From an optimization exercise on the open Yosys and OpenROAD flow, aimed at small area and a short achievable clock period; shortcuts taken in it are not production practice. At most, simulation tests tie the RTL to the original design; equivalence was not proved. Power is estimated from default activity; no workload was simulated.

==> flow/design.v <==
module byte_fifo
  (
   input              clk,
   input              rst_n,
   input              sync_rst,
   input              input_data_valid,
   input  [4:0]       num_bytes_taken_from_fifo,
   input  [127:0]     input_data,
   input  [4:0]       num_bytes_in,
   output             data_valid,
   output reg [5:0]   num_bytes,
   output [127:0]     data
   );
   reg [3:0]   rp;       
   reg [3:0]   wp;       
   reg [127:0] mem_a;    
   reg [127:0] mem_b;    
   wire [4:0] t   = num_bytes_taken_from_fifo;
   wire [4:0] nin = input_data_valid ? num_bytes_in : 5'd0;
   assign data_valid = (t != 5'd0) && ({1'b0, t} <= num_bytes);
   wire [4:0] t_eff = data_valid ? t : 5'd0;
   always @(posedge clk or negedge rst_n)
     if (~rst_n) begin
        num_bytes <= 6'd0;
        rp        <= 4'd0;
        wp        <= 4'd0;
     end else if (sync_rst) begin
        num_bytes <= 6'd0;
        rp        <= 4'd0;
        wp        <= 4'd0;
     end else begin
        num_bytes <= num_bytes - {1'b0, t_eff} + {1'b0, nin};
        rp        <= rp + t_eff[3:0];
        wp        <= wp + nin[3:0];
     end
   wire [127:0] rot_d [0:4];
   assign rot_d[0] = input_data;
   genvar g, l;
   generate
      for (g = 0; g < 4; g = g + 1) begin : g_wrot
         localparam integer S = 1 << g;
         assign rot_d[g+1] = wp[g] ? {rot_d[g][127-8*S:0], rot_d[g][127:128-8*S]} : rot_d[g];
      end
   endgenerate
   generate
      for (l = 0; l < 16; l = l + 1) begin : g_lane
         localparam [3:0] L = l;
         wire [3:0] p     = L - rp;
         wire       empty = (num_bytes <= {2'b00, p});
         wire       full  = (num_bytes > {2'b01, p});
         wire       rd    = data_valid & ({1'b0, p} < t);
         wire [7:0] din   = rot_d[4][8*l +: 8];
         always @(posedge clk) begin
            if (rd | empty) mem_a[8*l +: 8] <= full ? mem_b[8*l +: 8] : din;
            if (rd | ~full) mem_b[8*l +: 8] <= din;
         end
      end
   endgenerate
   wire [127:0] rot_q [0:4];
   assign rot_q[0] = mem_a;
   generate
      for (g = 0; g < 4; g = g + 1) begin : g_rrot
         localparam integer S = 1 << g;
         assign rot_q[g+1] = rp[g] ? {rot_q[g][8*S-1:0], rot_q[g][127:8*S]} : rot_q[g];
      end
   endgenerate
   assign data = rot_q[4];
endmodule
clock: 5.5 ns
lec_check: 0
cap_margin: 20
core_margin: 2
core_utilization: 30
setup_slack_margin: 2
slew_margin: 20
run.sh (not shown) runs the stock make flow with config.mk's settings and CLKGATE_MAP_FILE= SYNTH_SCRIPT=/design/flow/synth_recipe.tcl, a recipe that flattens the netlist after the stock synthesis.
The baseline finished clean.
Then changed:
--- a/flow/design.v
+++ b/flow/design.v
@@ -14,44 +14,58 @@
    reg [3:0]   rp;       
    reg [3:0]   wp;       
    reg [127:0] mem_a;    
    reg [127:0] mem_b;    
    wire [4:0] t   = num_bytes_taken_from_fifo;
    wire [4:0] nin = input_data_valid ? num_bytes_in : 5'd0;
-   assign data_valid = (t != 5'd0) && ({1'b0, t} <= num_bytes);
-   wire [4:0] t_eff = data_valid ? t : 5'd0;
+   wire [6:0] left = {1'b0, num_bytes} - {2'b00, t};
+   assign data_valid = (t != 5'd0) && !left[6];
+   wire [5:0] cnt_keep = num_bytes + {1'b0, nin};
+   wire [5:0] cnt_take = num_bytes + {1'b0, nin} - {1'b0, t};
+   wire [4:0] rp_take  = {1'b0, rp} + t;    
    always @(posedge clk or negedge rst_n)
      if (~rst_n) begin
         num_bytes <= 6'd0;
         rp        <= 4'd0;
         wp        <= 4'd0;
      end else if (sync_rst) begin
         num_bytes <= 6'd0;
         rp        <= 4'd0;
         wp        <= 4'd0;
      end else begin
-        num_bytes <= num_bytes - {1'b0, t_eff} + {1'b0, nin};
-        rp        <= rp + t_eff[3:0];
-        wp        <= wp + nin[3:0];
+        num_bytes <= data_valid ? cnt_take : cnt_keep;
+        if (data_valid)
+          rp <= rp_take[3:0];
+        wp <= wp + nin[3:0];
      end
+   wire [15:0] ge_rp, lt_wp, lt_re;
+   genvar g, l;
+   generate
+      for (l = 0; l < 16; l = l + 1) begin : g_therm
+         assign ge_rp[l] = (rp <= l);
+         assign lt_wp[l] = (wp > l);
+         assign lt_re[l] = (rp_take[3:0] > l);
+      end
+   endgenerate
+   wire        wrap_w = (wp < rp);
+   wire [15:0] extra  = wrap_w ? (ge_rp | lt_wp) : (ge_rp & lt_wp);
+   wire [15:0] rd_int = rp_take[4] ? (ge_rp | lt_re) : (ge_rp & lt_re);
    wire [127:0] rot_d [0:4];
    assign rot_d[0] = input_data;
-   genvar g, l;
    generate
       for (g = 0; g < 4; g = g + 1) begin : g_wrot
          localparam integer S = 1 << g;
          assign rot_d[g+1] = wp[g] ? {rot_d[g][127-8*S:0], rot_d[g][127:128-8*S]} : rot_d[g];
       end
    endgenerate
+   wire ge16 = num_bytes[5] | num_bytes[4];
    generate
       for (l = 0; l < 16; l = l + 1) begin : g_lane
-         localparam [3:0] L = l;
-         wire [3:0] p     = L - rp;
-         wire       empty = (num_bytes <= {2'b00, p});
-         wire       full  = (num_bytes > {2'b01, p});
-         wire       rd    = data_valid & ({1'b0, p} < t);
+         wire       empty = ~ge16 & ~extra[l];
+         wire       full  = num_bytes[5] | (num_bytes[4] & extra[l]);
+         wire       rd    = data_valid & rd_int[l];
          wire [7:0] din   = rot_d[4][8*l +: 8];
          always @(posedge clk) begin
             if (rd | empty) mem_a[8*l +: 8] <= full ? mem_b[8*l +: 8] : din;
             if (rd | ~full) mem_b[8*l +: 8] <= din;
          end
       end
- sequential share of layout area came out higher by 0.64 points
- cell area came out lower by 2.3%
- sequential cell count does not change
- wire length came out lower by 22%
- clock skew came out lower by 0.012 ns
- clock power came out higher by about 4%
- utilization came out lower by 0.23 points
No functional check of the RTL was part of any run of this note.

========
byte_fifo, a different RTL version from the one above (not shown whole).
Size: ~3,000 cells after synthesis, about 290 flip-flops, ~280 I/O pins, ~24,000 um^2 of cells after synthesis.
==> module byte_fifo, before the edit <==
module byte_fifo
  (
   input              clk,
   input              rst_n,
   input              sync_rst,
   input              input_data_valid,
   input  [4:0]       num_bytes_taken_from_fifo,
   input  [127:0]     input_data,
   input  [4:0]       num_bytes_in,
   output             data_valid,
   output reg [5:0]   num_bytes,
   output [127:0]     data
   );
   reg [3:0]   rp;       
   reg [3:0]   wp;       
   reg [3:0]   rp_lo;    
   reg [3:0]   rp_hi;    
   reg [3:0]   rp_lo2;   
   reg [3:0]   rp_hi2;   
   reg [3:0]   wp_lo;    
   reg [3:0]   wp_hi;    
   reg [127:0] mem_a;    
   reg [127:0] mem_b;    
   wire [4:0] t   = num_bytes_taken_from_fifo;
   wire [4:0] nin = input_data_valid ? num_bytes_in : 5'd0;
   wire [6:0] left   = {1'b0, num_bytes} - {2'b00, t};
   wire       t_le_n = !left[6];
   assign data_valid = (t != 5'd0) && t_le_n;
   wire [5:0] cnt_keep = num_bytes + {1'b0, nin};
   wire [5:0] cnt_take = num_bytes + {1'b0, nin} - {1'b0, t};
   wire [4:0] rp_take  = {1'b0, rp} + t;    
   wire [3:0] rp_nxt = sync_rst ? 4'd0 : t_le_n ? rp_take[3:0] : rp;
   wire [3:0] wp_nxt = sync_rst ? 4'd0 : wp + nin[3:0];
   function [3:0] onehot2;
      input [1:0] v;
      onehot2 = 4'b0001 << v;
   endfunction
   always @(posedge clk) begin
      rp_lo <= onehot2(rp_nxt[1:0]);
      rp_hi <= onehot2(rp_nxt[3:2]);
   end
   always @(posedge clk or negedge rst_n)
     if (~rst_n) begin
        rp_lo2 <= 4'b0000;
        rp_hi2 <= 4'b0000;
     end else begin
        rp_lo2 <= onehot2(rp_nxt[1:0]);
        rp_hi2 <= onehot2(rp_nxt[3:2]);
     end
   always @(posedge clk or negedge rst_n)
     if (~rst_n) begin
        num_bytes <= 6'd0;
        rp        <= 4'd0;
        wp        <= 4'd0;
        wp_lo     <= 4'b0001;
        wp_hi     <= 4'b0001;
     end else begin
        num_bytes <= sync_rst ? 6'd0 : t_le_n ? cnt_take : cnt_keep;
        rp        <= rp_nxt;
        wp        <= wp_nxt;
        wp_lo     <= onehot2(wp_nxt[1:0]);
        wp_hi     <= onehot2(wp_nxt[3:2]);
     end
   wire [15:0] ge_rp, lt_wp, lt_t;
   genvar g, l, i;
   generate
      for (l = 0; l < 16; l = l + 1) begin : g_therm
         assign ge_rp[l] = (rp <= l);
         assign lt_wp[l] = (wp > l);
         assign lt_t[l]  = (t > l);
      end
   endgenerate
   wire        wrap_w = (wp < rp);
   wire [15:0] extra  = wrap_w ? (ge_rp | lt_wp) : (ge_rp & lt_wp);
   wire [15:0] rd_q, rd_int;
   generate
      for (l = 0; l < 16; l = l + 1) begin : g_rdrot
         wire [3:0] s1, s2;
         for (i = 0; i < 4; i = i + 1) begin : g_way
            assign s1[i] = lt_t[(l - i + 16) % 16] & rp_lo[i];
            assign s2[i] = rd_q[(l - 4*i + 16) % 16] & rp_hi[i];
         end
         assign rd_q[l]   = |s1;
         assign rd_int[l] = |s2;
      end
   endgenerate
   wire [127:0] wr1, wr2;
   generate
      for (l = 0; l < 16; l = l + 1) begin : g_wrot
         wire [7:0] s1 [0:3];
         wire [7:0] s2 [0:3];
         for (i = 0; i < 4; i = i + 1) begin : g_way
            assign s1[i] = input_data[8*((l - i + 16) % 16) +: 8] & {8{wp_lo[i]}};
            assign s2[i] = wr1[8*((l - 4*i + 16) % 16) +: 8] & {8{wp_hi[i]}};
         end
         assign wr1[8*l +: 8] = s1[0] | s1[1] | s1[2] | s1[3];
         assign wr2[8*l +: 8] = s2[0] | s2[1] | s2[2] | s2[3];
      end
   endgenerate
   wire ge16 = num_bytes[5] | num_bytes[4];
   generate
      for (l = 0; l < 16; l = l + 1) begin : g_lane
         wire       empty = ~ge16 & ~extra[l];
         wire       full  = num_bytes[5] | (num_bytes[4] & extra[l]);
         wire       load  = t_le_n & rd_int[l] | empty;
         wire [7:0] din   = wr2[8*l +: 8];
         always @(posedge clk) begin
            mem_a[8*l +: 8] <= (din & {8{load & ~full}})
                             | (mem_b[8*l +: 8] & {8{load & full}})
                             | (mem_a[8*l +: 8] & {8{~load}});
            if (load | ~full) mem_b[8*l +: 8] <= din;
         end
      end
   endgenerate
   wire [127:0] rd1, rd2;
   generate
      for (l = 0; l < 16; l = l + 1) begin : g_rrot
         wire [7:0] s1 [0:3];
         wire [7:0] s2 [0:3];
         for (i = 0; i < 4; i = i + 1) begin : g_way
            assign s1[i] = mem_a[8*((l + i) % 16) +: 8] & {8{l < 8 ? rp_lo[i] : rp_lo2[i]}};
            assign s2[i] = rd1[8*((l + 4*i) % 16) +: 8] & {8{l < 8 ? rp_hi[i] : rp_hi2[i]}};
         end
         assign rd1[8*l +: 8] = s1[0] | s1[1] | s1[2] | s1[3];
         assign rd2[8*l +: 8] = s2[0] | s2[1] | s2[2] | s2[3];
      end
   endgenerate
   assign data = rd2;
endmodule
==> flow/config.mk <==
export PLATFORM = sky130hd
export DESIGN_NAME = byte_fifo
export DESIGN_NICKNAME = byte_fifo
export VERILOG_FILES = /design/flow/design.v
export SDC_FILE = /design/flow/constraint.sdc
export NUM_CORES = 4
export LEC_CHECK = 0
export CAP_MARGIN = 20
export CORE_MARGIN = 2
export CORE_UTILIZATION = 30
export PLACE_DENSITY = 0.8
export SETUP_SLACK_MARGIN = 2
export SLEW_MARGIN = 20
==> flow/constraint.sdc <==
create_clock -name core_clock -period 5.5 [get_ports {clk}]
set_input_delay 1.1000 -clock core_clock [delete_from_list [all_inputs] [get_ports {clk}]]
set_output_delay 1.1000 -clock core_clock [all_outputs]
set_load 0.01 [all_outputs]
standard.sh (not shown) runs the stock make flow with config.mk's settings and CLKGATE_MAP_FILE= SYNTH_SCRIPT=/design/flow/synth_recipe.tcl, a recipe that flattens the netlist after the stock synthesis.
==> flow/flow/run.sh <==
#!/bin/bash
# Standard layout, with plain buf_1 cells as the port buffers.
set -euo pipefail
bash standard.sh "BUFFER_PORTS_ARGS=-buffer_cell sky130_fd_sc_hd__buf_1" finish > standard.log 2>&1
Rerun with:
--- a/flow/design.v
+++ b/flow/design.v
@@ -16,6 +16,4 @@
    reg [3:0]   rp_lo;    
    reg [3:0]   rp_hi;    
-   reg [3:0]   rp_lo2;   
-   reg [3:0]   rp_hi2;   
    reg [3:0]   wp_lo;    
    reg [3:0]   wp_hi;    
@@ -40,12 +38,4 @@
       rp_hi <= onehot2(rp_nxt[3:2]);
    end
-   always @(posedge clk or negedge rst_n)
-     if (~rst_n) begin
-        rp_lo2 <= 4'b0000;
-        rp_hi2 <= 4'b0000;
-     end else begin
-        rp_lo2 <= onehot2(rp_nxt[1:0]);
-        rp_hi2 <= onehot2(rp_nxt[3:2]);
-     end
    always @(posedge clk or negedge rst_n)
      if (~rst_n) begin
@@ -119,6 +109,6 @@
          wire [7:0] s2 [0:3];
          for (i = 0; i < 4; i = i + 1) begin : g_way
-            assign s1[i] = mem_a[8*((l + i) % 16) +: 8] & {8{l < 8 ? rp_lo[i] : rp_lo2[i]}};
-            assign s2[i] = rd1[8*((l + 4*i) % 16) +: 8] & {8{l < 8 ? rp_hi[i] : rp_hi2[i]}};
+            assign s1[i] = mem_a[8*((l + i) % 16) +: 8] & {8{rp_lo[i]}};
+            assign s2[i] = rd1[8*((l + 4*i) % 16) +: 8] & {8{rp_hi[i]}};
          end
          assign rd1[8*l +: 8] = s1[0] | s1[1] | s1[2] | s1[3];
Outcome: Wire length goes up by 0.33%; utilization falls by 0.22 points; worst setup slack gains 0.035 ns; area after synthesis goes down by 1.3%; worst hold slack loses 0.0072 ns; clock power climbs by about 2%; first-iteration DRC count went up by 1.1%; cell area fell by 1.3%; power goes down by 2.9%; die area is lower by 1.3%.
Only the layout flow was run in the first run of this note; the RTL was not checked for function there.

========
byte_fifo, a different RTL version from the one above (not shown whole).
Size: ~290 flip-flops, ~280 I/O pins, about 0.024 mm^2 of cells after synthesis.
==> module byte_fifo, before the edit <==
module byte_fifo
  (
   input              clk,
   input              rst_n,
   input              sync_rst,
   input              input_data_valid,
   input  [4:0]       num_bytes_taken_from_fifo,
   input  [127:0]     input_data,
   input  [4:0]       num_bytes_in,
   output             data_valid,
   output reg [5:0]   num_bytes,
   output [127:0]     data
   );
   reg [3:0]   rp;       
   reg [3:0]   wp;       
   reg [3:0]   rp_lo;    
   reg [3:0]   rp_hi;    
   reg [3:0]   wp_lo;    
   reg [3:0]   wp_hi;    
   reg [127:0] mem_a;    
   reg [127:0] mem_b;    
   wire [4:0] t   = num_bytes_taken_from_fifo;
   wire [4:0] nin = input_data_valid ? num_bytes_in : 5'd0;
   wire [6:0] left = {1'b0, num_bytes} - {2'b00, t};
   assign data_valid = (t != 5'd0) && !left[6];
   wire [5:0] cnt_keep = num_bytes + {1'b0, nin};
   wire [5:0] cnt_take = num_bytes + {1'b0, nin} - {1'b0, t};
   wire [4:0] rp_take  = {1'b0, rp} + t;    
   wire [3:0] rp_nxt = sync_rst ? 4'd0 : data_valid ? rp_take[3:0] : rp;
   wire [3:0] wp_nxt = sync_rst ? 4'd0 : wp + nin[3:0];
   function [3:0] onehot2;
      input [1:0] v;
      onehot2 = 4'b0001 << v;
   endfunction
   always @(posedge clk or negedge rst_n)
     if (~rst_n) begin
        num_bytes <= 6'd0;
        rp        <= 4'd0;
        wp        <= 4'd0;
        rp_lo     <= 4'b0001;
        rp_hi     <= 4'b0001;
        wp_lo     <= 4'b0001;
        wp_hi     <= 4'b0001;
     end else begin
        num_bytes <= sync_rst ? 6'd0 : data_valid ? cnt_take : cnt_keep;
        rp        <= rp_nxt;
        wp        <= wp_nxt;
        rp_lo     <= onehot2(rp_nxt[1:0]);
        rp_hi     <= onehot2(rp_nxt[3:2]);
        wp_lo     <= onehot2(wp_nxt[1:0]);
        wp_hi     <= onehot2(wp_nxt[3:2]);
     end
   wire [15:0] ge_rp, lt_wp, lt_t;
   genvar g, l, i;
   generate
      for (l = 0; l < 16; l = l + 1) begin : g_therm
         assign ge_rp[l] = (rp <= l);
         assign lt_wp[l] = (wp > l);
         assign lt_t[l]  = (t > l);
      end
   endgenerate
   wire        wrap_w = (wp < rp);
   wire [15:0] extra  = wrap_w ? (ge_rp | lt_wp) : (ge_rp & lt_wp);
   wire [15:0] rd_q, rd_int;
   generate
      for (l = 0; l < 16; l = l + 1) begin : g_rdrot
         wire [3:0] s1, s2;
         for (i = 0; i < 4; i = i + 1) begin : g_way
            assign s1[i] = lt_t[(l - i + 16) % 16] & rp_lo[i];
            assign s2[i] = rd_q[(l - 4*i + 16) % 16] & rp_hi[i];
         end
         assign rd_q[l]   = |s1;
         assign rd_int[l] = |s2;
      end
   endgenerate
   wire [127:0] wr1, wr2;
   generate
      for (l = 0; l < 16; l = l + 1) begin : g_wrot
         wire [7:0] s1 [0:3];
         wire [7:0] s2 [0:3];
         for (i = 0; i < 4; i = i + 1) begin : g_way
            assign s1[i] = input_data[8*((l - i + 16) % 16) +: 8] & {8{wp_lo[i]}};
            assign s2[i] = wr1[8*((l - 4*i + 16) % 16) +: 8] & {8{wp_hi[i]}};
         end
         assign wr1[8*l +: 8] = s1[0] | s1[1] | s1[2] | s1[3];
         assign wr2[8*l +: 8] = s2[0] | s2[1] | s2[2] | s2[3];
      end
   endgenerate
   wire ge16 = num_bytes[5] | num_bytes[4];
   generate
      for (l = 0; l < 16; l = l + 1) begin : g_lane
         wire       empty = ~ge16 & ~extra[l];
         wire       full  = num_bytes[5] | (num_bytes[4] & extra[l]);
         wire       load  = data_valid & rd_int[l] | empty;
         wire [7:0] din   = wr2[8*l +: 8];
         always @(posedge clk) begin
            mem_a[8*l +: 8] <= (din & {8{load & ~full}})
                             | (mem_b[8*l +: 8] & {8{load & full}})
                             | (mem_a[8*l +: 8] & {8{~load}});
            if (load | ~full) mem_b[8*l +: 8] <= din;
         end
      end
   endgenerate
   wire [127:0] rd1, rd2;
   generate
      for (l = 0; l < 16; l = l + 1) begin : g_rrot
         wire [7:0] s1 [0:3];
         wire [7:0] s2 [0:3];
         for (i = 0; i < 4; i = i + 1) begin : g_way
            assign s1[i] = mem_a[8*((l + i) % 16) +: 8] & {8{rp_lo[i]}};
            assign s2[i] = rd1[8*((l + 4*i) % 16) +: 8] & {8{rp_hi[i]}};
         end
         assign rd1[8*l +: 8] = s1[0] | s1[1] | s1[2] | s1[3];
         assign rd2[8*l +: 8] = s2[0] | s2[1] | s2[2] | s2[3];
      end
   endgenerate
   assign data = rd2;
endmodule
==> flow/config.mk <==
export PLATFORM = sky130hd
export DESIGN_NAME = byte_fifo
export DESIGN_NICKNAME = byte_fifo
export VERILOG_FILES = /design/flow/design.v
export SDC_FILE = /design/flow/constraint.sdc
export NUM_CORES = 4
export LEC_CHECK = 0
export CAP_MARGIN = 20
export CORE_MARGIN = 2
export CORE_UTILIZATION = 30
export SETUP_SLACK_MARGIN = 2
export SLEW_MARGIN = 20
==> flow/constraint.sdc <==
create_clock -name core_clock -period 5.5 [get_ports {clk}]
set_input_delay 1.1000 -clock core_clock [delete_from_list [all_inputs] [get_ports {clk}]]
set_output_delay 1.1000 -clock core_clock [all_outputs]
set_load 0.01 [all_outputs]
Scripts as last shown in full above: flow/flow/run.sh
Change:
--- a/flow/design.v
+++ b/flow/design.v
@@ -22,10 +22,11 @@
    wire [4:0] t   = num_bytes_taken_from_fifo;
    wire [4:0] nin = input_data_valid ? num_bytes_in : 5'd0;
-   wire [6:0] left = {1'b0, num_bytes} - {2'b00, t};
-   assign data_valid = (t != 5'd0) && !left[6];
+   wire [6:0] left   = {1'b0, num_bytes} - {2'b00, t};
+   wire       t_le_n = !left[6];
+   assign data_valid = (t != 5'd0) && t_le_n;
    wire [5:0] cnt_keep = num_bytes + {1'b0, nin};
    wire [5:0] cnt_take = num_bytes + {1'b0, nin} - {1'b0, t};
    wire [4:0] rp_take  = {1'b0, rp} + t;    
-   wire [3:0] rp_nxt = sync_rst ? 4'd0 : data_valid ? rp_take[3:0] : rp;
+   wire [3:0] rp_nxt = sync_rst ? 4'd0 : t_le_n ? rp_take[3:0] : rp;
    wire [3:0] wp_nxt = sync_rst ? 4'd0 : wp + nin[3:0];
    function [3:0] onehot2;
@@ -38,10 +39,10 @@
         rp        <= 4'd0;
         wp        <= 4'd0;
-        rp_lo     <= 4'b0001;
-        rp_hi     <= 4'b0001;
+        rp_lo     <= 4'b0000;    
+        rp_hi     <= 4'b0000;
         wp_lo     <= 4'b0001;
         wp_hi     <= 4'b0001;
      end else begin
-        num_bytes <= sync_rst ? 6'd0 : data_valid ? cnt_take : cnt_keep;
+        num_bytes <= sync_rst ? 6'd0 : t_le_n ? cnt_take : cnt_keep;
         rp        <= rp_nxt;
         wp        <= wp_nxt;
@@ -92,5 +93,5 @@
          wire       empty = ~ge16 & ~extra[l];
          wire       full  = num_bytes[5] | (num_bytes[4] & extra[l]);
-         wire       load  = data_valid & rd_int[l] | empty;
+         wire       load  = t_le_n & rd_int[l] | empty;
          wire [7:0] din   = wr2[8*l +: 8];
          always @(posedge clk) begin
The new run passed the timing, DRC and antenna checks.
Synthesized cell count fell by 1.5%.
Worst hold slack stays flat.
Wire length goes down by 1.2%.
Clock-buffer cell count increases by 2.
Sequential power is higher by about 0.8%.
Setup slack is worse by 0.032 ns.
Final area fell by 1.6%.
No functional check of the RTL was part of the first run of this note.

separate check: timing with driven ports:
Ports are ideal in the flow. The routed layouts listed here were re-timed in OpenROAD. Step 1, drivers: a clkbuf_16 drives clk and a buf_2 each remaining input, both assumed. Step 2 times the ports against the registers' clock, not the clock port: input delays grow and output delays shrink by t, the midpoint of the rising clock arrivals with the driver on. a / b / c = ideal ports / drivers / drivers and shift; a / b = the first two.
run	t (ns)	slack for setup (ns)	worst setup path at the end	worst register clock-pin slew, ns	worst data-port slew with drivers (ns)
the first run of note 1	0.613	1.508 / 1.448 / 1.142	input to register	0.07 / 0.07	0.12
the second run of note 1	0.613	1.577 / 1.516 / 1.467	input to register	0.07 / 0.07	0.06
the first run of note 2	0.631	2.012 / 1.952 / 1.446	input to register	0.07 / 0.07	0.08
the second run of note 2	0.621	2.047 / 1.991 / 1.511	input to register	0.07 / 0.07	0.09
the first run of note 3	0.631	2.020 / 1.985 / 1.506	input to register	0.07 / 0.07	0.09
the second run of note 3	0.636	1.988 / 1.927 / 1.435	input to register	0.07 / 0.07	0.09
After both steps setup and hold are still met in every run listed. The setup slack of the first run of note 2, which loses most, moves by -0.060 ns with the drivers and by -0.566 ns with both steps.
